This is an optimization exercise on Yosys and OpenROAD, whose aim is small area, a short achievable clock period and few clock cycles, not a production implementation. Only simulation tests tie the RTL to the original design; equivalence was not proved. Power figures rest on the tool's default switching activity, not on a simulated workload.

==> design/flow/design.v <==
`timescale 1ns / 1ps
module SimpleCPU(clk, rst, data_fromRAM, wrEn, addr_toRAM, data_toRAM, pCounter);
parameter SIZE = 14;
input clk, rst;
input wire [31:0] data_fromRAM;
output reg wrEn;
output reg [SIZE-1:0] addr_toRAM;
output reg [31:0] data_toRAM;
output reg [SIZE-1:0] pCounter;
reg [SIZE-1:0] pCounterNext;
reg [ 3:0] opcode, opcodeNext;
reg [13:0] operand1, operand2, operand1Next, operand2Next;
reg [31:0] num1, num2, num1Next, num2Next;
reg [ 2:0] state, stateNext;
always @(posedge clk) begin
  state    <= stateNext;
  pCounter <= pCounterNext;
  opcode   <= opcodeNext;
  operand1 <= operand1Next;
  operand2 <= operand2Next;
  num1     <= num1Next;
  num2     <= num2Next;
end
always @* begin
  stateNext    = state;
  pCounterNext = pCounter;
  opcodeNext   = opcode;
  operand1Next = operand1;
  operand2Next = operand2;
  num1Next     = num1;
  num2Next     = num2;
  addr_toRAM   = 0;
  wrEn         = 0;
  data_toRAM   = 0;
  if (rst) begin
    stateNext    = 0;
    pCounterNext = 0;
    opcodeNext   = 0;
    operand1Next = 0;
    operand2Next = 0;
    num1Next     = 0;
    num2Next     = 0;
    addr_toRAM   = 0;
    wrEn         = 0;
    data_toRAM   = 0;
  end else 
    case (state)
      0: begin          
         pCounterNext = pCounter;
         opcodeNext   = opcode;
         operand1Next = 0;
         operand2Next = 0;
         addr_toRAM   = pCounter;
         num1Next     = 0;
         num2Next     = 0;
         wrEn         = 0;
         data_toRAM   = 0;
         stateNext    = 1;
      end
      1: begin           
         pCounterNext = pCounter;
         opcodeNext   = data_fromRAM[31:28];
         operand1Next = data_fromRAM[27:14];
         operand2Next = data_fromRAM[13: 0];
         addr_toRAM   = data_fromRAM[27:14];
         num1Next     = 0;
         num2Next     = 0;
         wrEn         = 0;
         data_toRAM   = 0;
         if(opcodeNext == 4'b0001 || opcodeNext == 4'b0011 || opcodeNext == 4'b0101 || opcodeNext == 4'b0111 || opcodeNext == 4'b1001 || opcodeNext == 4'b1101 || opcodeNext == 4'b1111)  
	     stateNext = 5;
	 if(opcodeNext == 4'b0000 || opcodeNext == 4'b0010 || opcodeNext == 4'b0100 || opcodeNext == 4'b0110 || opcodeNext == 4'b1000 || opcodeNext == 4'b1010 || opcodeNext == 4'b1011 || opcodeNext == 4'b1100 || opcodeNext == 4'b1110)  
             stateNext = 2;
      end 
      2: begin          
         pCounterNext = pCounter;
         opcodeNext   = opcode;
         operand1Next = operand1;
         operand2Next = operand2;
         addr_toRAM   = operand2;
	 num1Next     = data_fromRAM;
	 num2Next     = 0;
	 wrEn         = 0;
	 data_toRAM   = 0;
	 if(opcodeNext == 4'b1010 || opcodeNext == 4'b1011)  
	    stateNext = 6;
	 else if(opcodeNext == 4'b1100)  
	    stateNext = 4;
	 else
            stateNext = 3;
      end
      3: begin          
	 pCounterNext = pCounter + 1;
	 opcodeNext   = opcode;
	 operand1Next = operand1;
	 operand2Next = operand2;
	 addr_toRAM   = operand1;
	 num1Next     = num1;
	 num2Next     = data_fromRAM;
	 wrEn = 1;
	 if(opcode == 4'b0000)        
	     data_toRAM = num1 + data_fromRAM;   
	 if(opcode == 4'b0010)        
	     data_toRAM = ~(num1 & num2Next);
	 if(opcode == 4'b0100) begin  
	     if(num2Next < 32)
		 data_toRAM = num1 >> num2Next;
	     else begin 
		 num2Next   = num2Next - 32;
		 data_toRAM = num1 << num2Next;
	     end
	 end
	 if(opcode == 4'b0110) begin  
	    if(num1 < num2Next)
	       data_toRAM = 1;
	    else
	       data_toRAM = 0;
	 end
	 if(opcodeNext == 4'b1000)    
	     data_toRAM = data_fromRAM;
	 if(opcode == 4'b1110)        
	     data_toRAM = num1 * data_fromRAM;
	 stateNext = 0;
      end
      4: begin    
	 opcodeNext   = opcode;
	 operand1Next = operand1;
	 operand2Next = operand2;
	 addr_toRAM   = operand1; 
	 num1Next     = num1;
	 num2Next     = data_fromRAM;
	 wrEn = 0;
	 if(data_fromRAM == 0)
	    pCounterNext = num1;				 
	 else 
	   pCounterNext = pCounter + 1;
	 stateNext = 0;	
      end
      5: begin 
         pCounterNext = pCounter + 1; 
         opcodeNext   = opcode;
         operand1Next = operand1;
         operand2Next = operand2;
         addr_toRAM   = operand1;
         num1Next     = data_fromRAM;
         num2Next     = operand2;
         wrEn         = 1;
	 if(opcodeNext == 4'b0001)   
	     data_toRAM = num1Next + operand2;
         else if(opcodeNext == 4'b0011)   
             data_toRAM = ~(num1Next & operand2);
	 if(opcodeNext == 4'b0101) begin  
	     if(operand2 < 32)       
	         data_toRAM = num1Next >> operand2;
             else begin
	         operand2Next = operand2 - 32;
	         data_toRAM = num1Next << operand2Next;
             end
	 end
	 if(opcodeNext == 4'b0111) begin  
             if(num1Next < operand2)
	         data_toRAM = 1;
	     else
	         data_toRAM = 0;
	 end
         if(opcodeNext == 4'b1001)        
             data_toRAM = operand2;			
	 if(opcodeNext == 4'b1101) begin    
	     wrEn         = 0;
             pCounterNext = data_fromRAM + operand2;
	     data_toRAM   = 32'hFFFF_FFFF;
	 end
         if(opcodeNext == 4'b1111)   
	     data_toRAM = num1Next * operand2;
	     stateNext  = 0;
      end
      6: begin
	 pCounterNext = pCounter;
         opcodeNext   = opcode;
         operand1Next = operand1;
         operand2Next = operand2;
	 if(opcode == 4'b1010) begin    
             addr_toRAM = data_fromRAM;
	     num1Next   = num1;
	     num2Next   = data_fromRAM;
	     wrEn       = 0;
	 end
         else begin   
             addr_toRAM = num1;
	     num1Next   = num1;
	     num2Next   = data_fromRAM;
             wrEn       = 0;
	 end
	     stateNext  = 7; 
      end
      7: begin 
         pCounterNext = pCounter + 1;
         opcodeNext   = opcode;
         operand1Next = operand1;
         operand2Next = operand2;
         num1Next     = num1;
         wrEn         = 1;
	 if(opcode == 4'b1010) begin   
	     addr_toRAM = operand1;
	     data_toRAM = data_fromRAM;
	 end
	     else begin   
	          addr_toRAM = num1;
	          data_toRAM = num2;
	     end
	 stateNext = 0; 
      end
      default: begin
         stateNext    = 0;
         pCounterNext = 0;
         opcodeNext   = 0;
         operand1Next = 0;
         operand2Next = 0;
         num1Next     = 0;
         num2Next     = 0;
         addr_toRAM   = 0;
         wrEn         = 0;
         data_toRAM   = 0;
       end
    endcase
end
endmodule
==> design/flow/run.sh <==
#!/bin/bash
# synth_recipe.tcl (not shown) runs the flow's synth.tcl, then flattens the netlist and writes it again
# the make line also repeats each setting of config.mk as NAME=value (left out here)
make -C /OpenROAD-flow-scripts/flow DESIGN_CONFIG=/design/flow/config.mk WORK_HOME=/design/flow/orfs CLKGATE_MAP_FILE= SYNTH_SCRIPT=/design/flow/synth_recipe.tcl finish
==> design/flow/config.mk <==
export PLATFORM = sky130hd
export DESIGN_NAME = SimpleCPU
export DESIGN_NICKNAME = SimpleCPU
export VERILOG_FILES = /design/flow/design.v
export SDC_FILE = /design/flow/constraint.sdc
export NUM_CORES = 4
export LEC_CHECK = 0
export CAP_MARGIN = 20
export CORE_MARGIN = 2
export CORE_UTILIZATION = 40
export SETUP_SLACK_MARGIN = 0.3
export SLEW_MARGIN = 20
==> design/flow/constraint.sdc <==
create_clock -name core_clock -period 15.0 [get_ports {clk}]
set_input_delay 3.0000 -clock core_clock [delete_from_list [all_inputs] [get_ports {clk}]]
set_output_delay 3.0000 -clock core_clock [all_outputs]
set_load 0.01 [all_outputs]
==> load_flow_metrics.sql <==
INSERT INTO impl_metrics (metric_group, metric, value, unit) VALUES
('run_status', 'result_of_the_run', 'timing/DRC/antenna clean', ''),
('grt', 'number_of_global_route_vias_before_repair', '46150', ''),
('sta', 'hold_viol_final', '0', ''),
('power', 'irDropWorstVdd', '0.00009681', 'V'),
('grt', 'grt_busiest_layer', 'met2', ''),
('die', 'die_area', '0.1174', 'mm²'),
('critical_path', 'crit_path_frequent_cell', 'sky130_fd_sc_hd__fa_1', ''),
('clock_tree', 'max-clock-path-buffers', '2', ''),
('yosys', 'synth_nets', '6900', ''),
('place', 'gpl_congestion', '1.079', ''),
('detailed_routing', 'drt_pre_antenna_iters', '8', ''),
('yosys', 'post-synth-top-area-cell', 'sky130_fd_sc_hd__fa_1', ''),
('grt', 'grt_antenna_before_repair', '16', ''),
('cells_and_area', 'layout-area-overhead-vs-synth', '7.087', '%'),
('critical_path', 'timing.critical_path.cells', 'buf_2 > buf_4 > ha_1 > fa_1 > fa_1 > fa_1 > fa_1 > fa_1 > inv_1 > fa_1 > inv_1 > ha_1 > nand4_1 > nor3_1 > nand4_1 > a31oi_1 > a41oi_1 > a21oi_1 > a31oi_1 > nand3_1 > a41oi_1 > nor4_1 > clkdlybuf4s50_1', ''),
('grt', 'grt_start_max_net_pins', '78', ''),
('grt', 'globalRouteMet1Util', '48.59', '%'),
('clock_tree', 'cts-root-buf', 'sky130_fd_sc_hd__clkbuf_16', ''),
('critical_path', 'worstPathMaxFanout', '20', ''),
('critical_path', 'critical-path-slowest-cell', 'sky130_fd_sc_hd__nor4_1', ''),
('yosys', 'cell_area_after_synthesis', '0.04589', 'mm²'),
('sta', 'post-route-period-util', '97.84', '%'),
('sta', 'fmax', '68.14', 'MHz'),
('yosys', 'synth-main-ff-cell', 'sky130_fd_sc_hd__dfxtp_1', ''),
('yosys', 'synthDominantCellAreaShare', '29.75', '%'),
('grt', 'wire_length_of_the_first_global_routing_pass', '334500', 'µm'),
('die', 'fp.coreArea', '0.1140', 'mm²'),
('worst_hold_path', 'hp-class', 'flop to flop', ''),
('grt', 'met2_track_utilization_from_global_routing', '60.28', '%'),
('sta', 'slew-limit-headroom', '17.55', '%'),
('critical_path', 'crit_type', 'primary input to output port', ''),
('detailed_routing', 'route.antenna.remaining_nets', '0', ''),
('cells_and_area', 'sequential_cell_area', '0.002285', 'mm²'),
('sta', 'setup_viol', '0', ''),
('yosys', 'yosysWarningCount', '1', ''),
('critical_path', 'cp_data_arrival_time', '11.68', 'ns'),
('grt', 'globalRouteTotalUtil', '39.64', '%'),
('yosys', 'synth_cell_types', '90', ''),
('critical_path', 'setup.worst_path.end_class', 'output port', ''),
('yosys', 'post-synth-top-count-cell', 'sky130_fd_sc_hd__nand2_1', ''),
('yosys', 'synth.top_cells.by_count', '753 x sky130_fd_sc_hd__nand2_1, 715 x sky130_fd_sc_hd__inv_1, 682 x sky130_fd_sc_hd__fa_1, 536 x sky130_fd_sc_hd__nor2_1, 363 x sky130_fd_sc_hd__clkbuf_1', ''),
('place', 'dp_cells', '7256', ''),
('sta', 'worst_margin_slew', '1.237', 'ns'),
('detailed_routing', 'routed_wirelength', '234100', 'µm'),
('grt', 'met3_grt_util', '11.75', '%'),
('die', 'row_count', '124', ''),
('power', 'power_per_cell_area', '50.59', 'mW/mm²'),
('yosys', 'edff_count_synth', '0', ''),
('power', 'power.leakage', '21.51', 'nW'),
('yosys', 'synth_async_sr_flop_share', '0', '%'),
('cells_and_area', 'final_layout_size_suffix_gt1_share', '7.185', '%'),
('clock_tree', 'cts.sink_count', '113', ''),
('clock_tree', 'htreeDepth', '4', ''),
('clock_tree', 'worst_skew_pair.late_latency', '0.51', 'ns'),
('die', 'dieHeight', '342.7', 'µm'),
('yosys', 'ys_top_cells_by_area', 'sky130_fd_sc_hd__fa_1 30%, sky130_fd_sc_hd__ha_1 7.6%, sky130_fd_sc_hd__nand2_1 6.2%', ''),
('die', 'boundaryPins', '95', ''),
('die', 'floorplan.initialDensity', '40.24', '%'),
('critical_path', 'start_kind', 'primary input', ''),
('cells_and_area', 'stdcell_count', '7294', ''),
('sta', 'post-route-min-period', '14.68', 'ns'),
('cells_and_area', 'fillCellCount', '11810', ''),
('place', 'numPortBuffers', '94', ''),
('sta', 'drv_slew', '0', ''),
('clock_tree', 'postCtsHoldBufs', '0', ''),
('clock_tree', 'cts_tree', 'yes', ''),
('clock_tree', 'cts.clk_slew.worst_paths', '0.07', 'ns'),
('yosys', 'synthesis.area_per_instance', '7.768', 'µm²'),
('detailed_routing', 'detail_route.iter0.violations', '5828', ''),
('critical_path', 'required', '12.00', 'ns'),
('flow_run', 'cap_violations', '0', '');
==> stage by stage <==
step                hold WS, ns  utilization (%)  instance area, µm²
finish                   0.4821            43.09               49140
global route             0.4940            43.08               49120
CTS                      0.4746            43.06               49110
detailed placement       0.4646            42.56               48540
global placement         0.4582            42.56               48540
floorplan                0.4452                -               45890
==> registers in the layout, summed over array words and instances (netlist names) <==
signal	flops
num1	32
num2	32
operand1	14
operand2	14
pCounter	14
opcode	4
state	3
==> worst paths after layout <==
check	from	to	slack [ns]	cells past startpoint
hold / removal	operand1[12]$_SDFFE_PP0N_	operand1[12]$_SDFFE_PP0N_	0.48	2
setup / recovery	data_fromRAM[8]	data_toRAM[31]	0.32	23
setup reg to reg	operand2[2]$_SDFFE_PP0P_	pCounter[12]$_SDFFE_PP0N_	10.39	10
hold reg to reg	operand1[12]$_SDFFE_PP0N_	operand1[12]$_SDFFE_PP0N_	0.48	2
==> layout by cell type, fill, tap and decap left out, drive strengths merged, types with 12 or more instances in the layout <==
| cell | synthesis | routed |
|---|---|---|
| xor2 | 63 | 63 |
| o31ai | 18 | 18 |
| clkdlybuf4s50 | 0 | 68 |
| nor4 | 28 | 28 |
| nor2 | 537 | 537 |
| a21o | 45 | 45 |
| mux4 | 67 | 67 |
| a211oi | 77 | 77 |
| mux2i | 147 | 147 |
| o211ai | 34 | 34 |
| clkbuf | 364 | 20 |
| and2 | 352 | 352 |
| or3 | 24 | 24 |
| nand3 | 80 | 80 |
| o221ai | 22 | 22 |
| a22o | 12 | 12 |
| a21oi | 295 | 295 |
| nand4 | 26 | 26 |
| dfxtp | 113 | 113 |
| ha | 277 | 277 |
| buf | 107 | 238 |
| a221oi | 48 | 48 |
| inv | 719 | 722 |
| a31oi | 68 | 68 |
| nor3 | 99 | 99 |
| a22oi | 77 | 77 |
| xnor2 | 151 | 151 |
| nand2 | 753 | 753 |
| nand2b | 33 | 33 |
| o21a | 27 | 27 |
| fa | 682 | 682 |
| mux2 | 12 | 12 |
| o21ai | 259 | 259 |
| and3 | 29 | 29 |
| o22ai | 50 | 50 |
| nor2b | 21 | 21 |
| o2111ai | 12 | 12 |
| clkinv | 13 | 19 |
==> power breakdown <==
group,total (mW),internal (mW),switching [mW]
Combinational,1.70,0.550,1.15
Clock,0.429,0.233,0.196
Sequential,0.354,0.314,0.0401
==> layer usage <==
layer / vias up / routed length (µm)
met1: 23130 / 85560
met5: - / 68
met2: 3085 / 101400
met3: 840 / 28330
met4: 10 / 18730
li1: 19260 / -
==> logic make-up after synthesis <==
| kind of cell | after synthesis | synth area share [%] |
|---|---|---|
| multiplexers | 226 | 6.790 |
| AND/OR/NAND/NOR | 2022 | 20.36 |
| buffers and inverters | 1203 | 9.945 |
| flip-flops | 113 | 4.930 |
| AO/OA/AOI/OAI | 1170 | 16.58 |
| XOR/XNOR | 214 | 4.085 |
| adder cells (fa/ha/maj) | 959 | 37.31 |
==> what timing repair did <==
| item | 4_1_cts | 5_1_grt |
|---|---|---|
| hold endpoints to repair | 0 | 0 |
| resized for setup | 0 | 3 |
| setup endpoints to repair | 0 | 4 |
| buffers inserted | 0 | 0 |
==> cell type report <==
class,instances,area share (%)
clock inverters,14,0.2674
well taps,1512,3.850
clock buffers,18,0.8938
repair buffers,308,5.100
inverters,732,5.599
multi-input cells,4591,79.61
flip-flops and latches,113,4.650
diodes,6,0.03056
==> worst max-delay path, delay by kind of cell <==
kind / cells / cell delay [ns]
buf+inv: 5 / 1.65
compound gates: 5 / 1.77
simple gates: 5 / 1.47
fa+ha+maj: 8 / 3.78
Testbench counts, summed over its fixed seeds: cycles 171,297.

-- afterwards: timing with drivers on the ports --
In the flow no input, the clock included, has a driving cell. The finished layout below was timed again as built, in two steps.
Step 1 assumes that a clkbuf_16 drives the clock port and a buf_2 every other input.
Step 2 adds t to the input delays and takes it off the output delays; t is the mean of the earliest and latest rising clock arrival at the registers after step 1. Input paths then give back, and output paths get back, about the clock's delay inside the block.
Three values: ideal, step 1, step 2; two values: the first two.
shift t [ns]: 0.569
setup WS [ns]: 0.324 / 0.293 / 0.293
hold WS [ns]: 0.482 / 0.482 / 0.482
worst register clock-pin slew, ns: 0.07 / 0.07
cell pins on the clock port's net: 1
After both steps this run still meets setup and hold. The setup slack of this run moves by -0.031 ns with the drivers and by -0.031 ns with both steps.
